From an optimization exercise on the open Yosys and OpenROAD flow, aimed at small area; shortcuts taken in it are not production practice. In this exercise RTL edits were held to simulation tests only and were not proved equivalent to the original. Power and IR drop assume default switching activity.

## HR_estimator
module HR_estimator #(
        parameter CLK_FREQ = 200,
        parameter NUM_PEAKS = 4
)(
    input  wire        clk,
    input  wire        rst,
    input  wire        sample_en,
    input  signed [7:0] Xin,
    output wire [31:0] bpm
);
    wire [10:0] Y;
    wire [9:0]  mx;
    wire        pd, clr, idle;
    wire [13:0] q;
    hr_pre  u_pre  (.clk(clk), .rst(rst), .se(sample_en), .Xin(Xin), .clr(clr),
                    .idle(idle), .Y(Y));
    hr_peak u_peak (.clk(clk), .rst(rst), .se(sample_en), .Y(Y), .mx(mx), .pd(pd));
    hr_ring u_ring (.clk(clk), .rst(rst), .se(sample_en), .H(Y[10:1]), .mx(mx),
                    .idle(idle), .clr(clr));
    hr_rr   u_rr   (.clk(clk), .rst(rst), .se(sample_en), .pd(pd), .clr(clr), .q(q));
    assign bpm = {18'd0, q};
endmodule
For scale: ~2,300 cells after synthesis, ~1,100 flip-flops, about 43 I/O pins, roughly 32,000 um^2 of cells after synthesis.
Settings: LEC_CHECK=0, CAP_MARGIN=20, CORE_MARGIN=2, CORE_UTILIZATION=60, CTS_BUF_LIST=sky130_fd_sc_hd__clkbuf_8, CTS_CLUSTER_DIAMETER=50, CTS_CLUSTER_SIZE=20, PLACE_DENSITY=0.75, SLEW_MARGIN=20; clock period 650.0 ns.
standard.sh (not shown) runs the stock make flow with config.mk's settings and CLKGATE_MAP_FILE= SYNTH_SCRIPT=/design/flow/synth_recipe.tcl, a recipe that flattens the netlist after the stock synthesis.
==> flow/flow/run.sh <==
#!/bin/bash
# The standard layout (standard.sh, which runs the ORFS flow unchanged),
# with two settings passed through the environment:
#  - the clock tree is built without dummy loads (CTS -dont_use_dummy_load);
#  - ports are buffered with the smallest buffer.
# Each tool's full output goes to standard_run.log in this folder.
set -euo pipefail
export CTS_ARGS="-sink_clustering_enable -repair_clock_nets -dont_use_dummy_load -sink_clustering_size 11 -sink_clustering_max_diameter 40 -buf_list {sky130_fd_sc_hd__clkbuf_4 sky130_fd_sc_hd__clkbuf_8} -sink_clustering_buffer sky130_fd_sc_hd__clkbuf_4 -tree_buf sky130_fd_sc_hd__clkbuf_8 -root_buf sky130_fd_sc_hd__clkbuf_8"
export BUFFER_PORTS_ARGS="-buffer_cell sky130_fd_sc_hd__buf_1"
bash standard.sh > standard_run.log 2>&1
The starting point went through all stages and came out clean.
Edit:
==> flow/flow/run.sh (replaced) <==
#!/bin/bash
# The standard layout (standard.sh, which runs the ORFS flow unchanged),
# with two settings passed through the environment:
#  - the clock tree is built without dummy loads (CTS -dont_use_dummy_load);
#  - ports are buffered with the smallest buffer.
# Each tool's full output goes to standard_run.log in this folder.
set -euo pipefail
export CTS_ARGS="-sink_clustering_enable -repair_clock_nets -dont_use_dummy_load -sink_clustering_size 10 -sink_clustering_max_diameter 60 -buf_list {sky130_fd_sc_hd__clkbuf_4 sky130_fd_sc_hd__clkbuf_8} -sink_clustering_buffer sky130_fd_sc_hd__clkbuf_4 -tree_buf sky130_fd_sc_hd__clkbuf_8 -root_buf sky130_fd_sc_hd__clkbuf_8"
export BUFFER_PORTS_ARGS="-buffer_cell sky130_fd_sc_hd__buf_1"
bash standard.sh > standard_run.log 2>&1
=> Sequential share of layout area stays the same; utilization is unchanged; critical path depth stays the same.
Edit:
==> flow/flow/run.sh (replaced) <==
#!/bin/bash
# The standard layout (standard.sh, which runs the ORFS flow unchanged),
# with two settings passed through the environment:
#  - the clock tree is built without dummy loads (CTS -dont_use_dummy_load);
#  - ports are buffered with the smallest buffer.
# Each tool's full output goes to standard_run.log in this folder.
set -euo pipefail
export CTS_ARGS="-sink_clustering_enable -repair_clock_nets -dont_use_dummy_load -sink_clustering_size 20 -sink_clustering_max_diameter 50 -buf_list sky130_fd_sc_hd__clkbuf_8"
export BUFFER_PORTS_ARGS="-buffer_cell sky130_fd_sc_hd__buf_1"
bash standard.sh > standard_run.log 2>&1
=>
- count of clock-buffer cells in the layout shrinks by 54
- setup slack degrades by 0.10 ns
- flip-flop and latch count does not change
- synthesized area stays the same

========
Another version of the RTL of HR_estimator (not shown whole).
Size in the first run: ~2300 cells after synthesis, roughly 43 I/O pins, ~32000 µm² of cells after synthesis.
clock: 650.0 ns
lec_check: 0
cap_margin: 20
core_margin: 2
core_utilization: 60
cts_buf_list: sky130_fd_sc_hd__clkbuf_8
cts_cluster_diameter: 50
cts_cluster_size: 20
place_density: 0.75
slew_margin: 20
==> flow/flow/run.sh <==
#!/bin/bash
# The standard layout (standard.sh, which runs the ORFS flow unchanged),
# with two settings passed through the environment:
#  - the clock tree is built without dummy loads (CTS -dont_use_dummy_load);
#  - ports are buffered with the smallest buffer.
# Each tool's full output goes to standard_run.log in this folder.
set -euo pipefail
export CTS_ARGS="-sink_clustering_enable -repair_clock_nets -dont_use_dummy_load -sink_clustering_size 20 -sink_clustering_max_diameter 50 -buf_list sky130_fd_sc_hd__clkbuf_8"
export BUFFER_PORTS_ARGS="-buffer_cell sky130_fd_sc_hd__buf_1"
export SKIP_REPAIR_TIE_FANOUT=1
bash standard.sh > standard_run.log 2>&1
==> next run, changes <==
--- a/flow/flow/run.sh
+++ b/flow/flow/run.sh
@@ -8,4 +8,3 @@
 export CTS_ARGS="-sink_clustering_enable -repair_clock_nets -dont_use_dummy_load -sink_clustering_size 20 -sink_clustering_max_diameter 50 -buf_list sky130_fd_sc_hd__clkbuf_8"
 export BUFFER_PORTS_ARGS="-buffer_cell sky130_fd_sc_hd__buf_1"
-export SKIP_REPAIR_TIE_FANOUT=1
 bash standard.sh > standard_run.log 2>&1
Core utilization barely changes.
Worst setup slack improved by 0.066 ns.
Count of clock-buffer cells in the layout decreases by 3.
Final area is about the same.
Global-route usage increases by 0.12 points.
Hold slack got worse by 0.052 ns.
Routed wire length increases by 1.5%.
Fmax hardly moves.
Area after synthesis stays the same.
Flip-flop and latch count stays the same.
Die area does not change.
==> next run, changes <==
--- a/flow/flow/run.sh
+++ b/flow/flow/run.sh
@@ -6,5 +6,5 @@
 # Each tool's full output goes to standard_run.log in this folder.
 set -euo pipefail
-export CTS_ARGS="-sink_clustering_enable -repair_clock_nets -dont_use_dummy_load -sink_clustering_size 20 -sink_clustering_max_diameter 50 -buf_list sky130_fd_sc_hd__clkbuf_8"
+export CTS_ARGS="-sink_clustering_enable -repair_clock_nets -dont_use_dummy_load -sink_clustering_size 17 -sink_clustering_max_diameter 60 -buf_list sky130_fd_sc_hd__clkbuf_8"
 export BUFFER_PORTS_ARGS="-buffer_cell sky130_fd_sc_hd__buf_1"
 bash standard.sh > standard_run.log 2>&1
After rerunning: The new run finished clean. Worst setup slack degrades by 0.028 ns. Power goes up by 0.71%. Flip-flop and latch count is unchanged.
==> next run, changes <==
==> flow/flow/run.sh (replaced) <==
#!/bin/bash
# The standard layout (standard.sh, which runs the ORFS flow unchanged),
# with three settings passed through the environment:
#  - the clock tree is built without dummy loads (CTS -dont_use_dummy_load);
#  - ports are buffered with the smallest buffer;
#  - one tie cell drives all constant outputs (no tie fanout repair).
# Each tool's full output goes to standard_run.log in this folder.
set -euo pipefail
export CTS_ARGS="-sink_clustering_enable -repair_clock_nets -dont_use_dummy_load -sink_clustering_size 20 -sink_clustering_max_diameter 50 -buf_list sky130_fd_sc_hd__clkbuf_8"
export BUFFER_PORTS_ARGS="-buffer_cell sky130_fd_sc_hd__buf_1"
export SKIP_REPAIR_TIE_FANOUT=1
bash standard.sh > standard_run.log 2>&1
Outcome: The changed run ran to the end with no violations. Total power shrinks by 0.32%. Global-route usage shrinks by 0.22 points. Via count shrinks by about 0.9%. Cell area is about the same. First-iteration DRC count shrinks by 12%. Synthesized cell count stays the same. Area after synthesis does not change. Worst setup slack gets worse by 0.038 ns. Cell count shrinks by 0.68%.

what the ideal ports hide:
The flow's constraints put no driver on any port. The routed layouts listed below were extracted and timed again, unchanged, in two steps. Step 1 assumes that a clkbuf_16 drives the clock port and a buf_2 every other input. Step 2 adds t to the input delays and takes it off the output delays; t is the mean of the earliest and latest rising clock arrival at the registers after step 1. Input paths then give back, and output paths get back, about the clock's delay inside the block. a / b / c = ideal / step 1 / step 2; a / b = the first two.
run	t, ns	setup WS [ns]	hold slack, ns	slew at the worst register clock pin (ns)	worst data-port slew with drivers (ns)
the first run of note 1	0.776	517.600 / 517.625 / 516.849	0.267 / 0.267 / 0.267	0.11 / 0.11	0.07
the second run of note 1	0.779	517.602 / 517.629 / 516.850	0.283 / 0.283 / 0.283	0.12 / 0.12	0.07
the third run of note 1	0.699	517.501 / 517.527 / 516.828	0.259 / 0.259 / 0.259	0.11 / 0.11	0.07
the first run of note 2	0.692	517.329 / 517.362 / 516.670	0.286 / 0.286 / 0.286	0.11 / 0.11	0.16
the second run of note 2	0.682	517.395 / 517.427 / 516.745	0.234 / 0.234 / 0.234	0.11 / 0.11	0.14
the third run of note 2	0.691	517.367 / 517.398 / 516.707	0.286 / 0.286 / 0.286	0.11 / 0.11	0.14
the fourth run of note 2	0.692	517.329 / 517.362 / 516.670	0.286 / 0.286 / 0.286	0.11 / 0.11	0.16
After both steps every run listed still meets setup and hold. For the second run of note 1, which loses most, drivers alone change the setup slack by +0.027 ns; drivers and shift together by -0.752 ns.
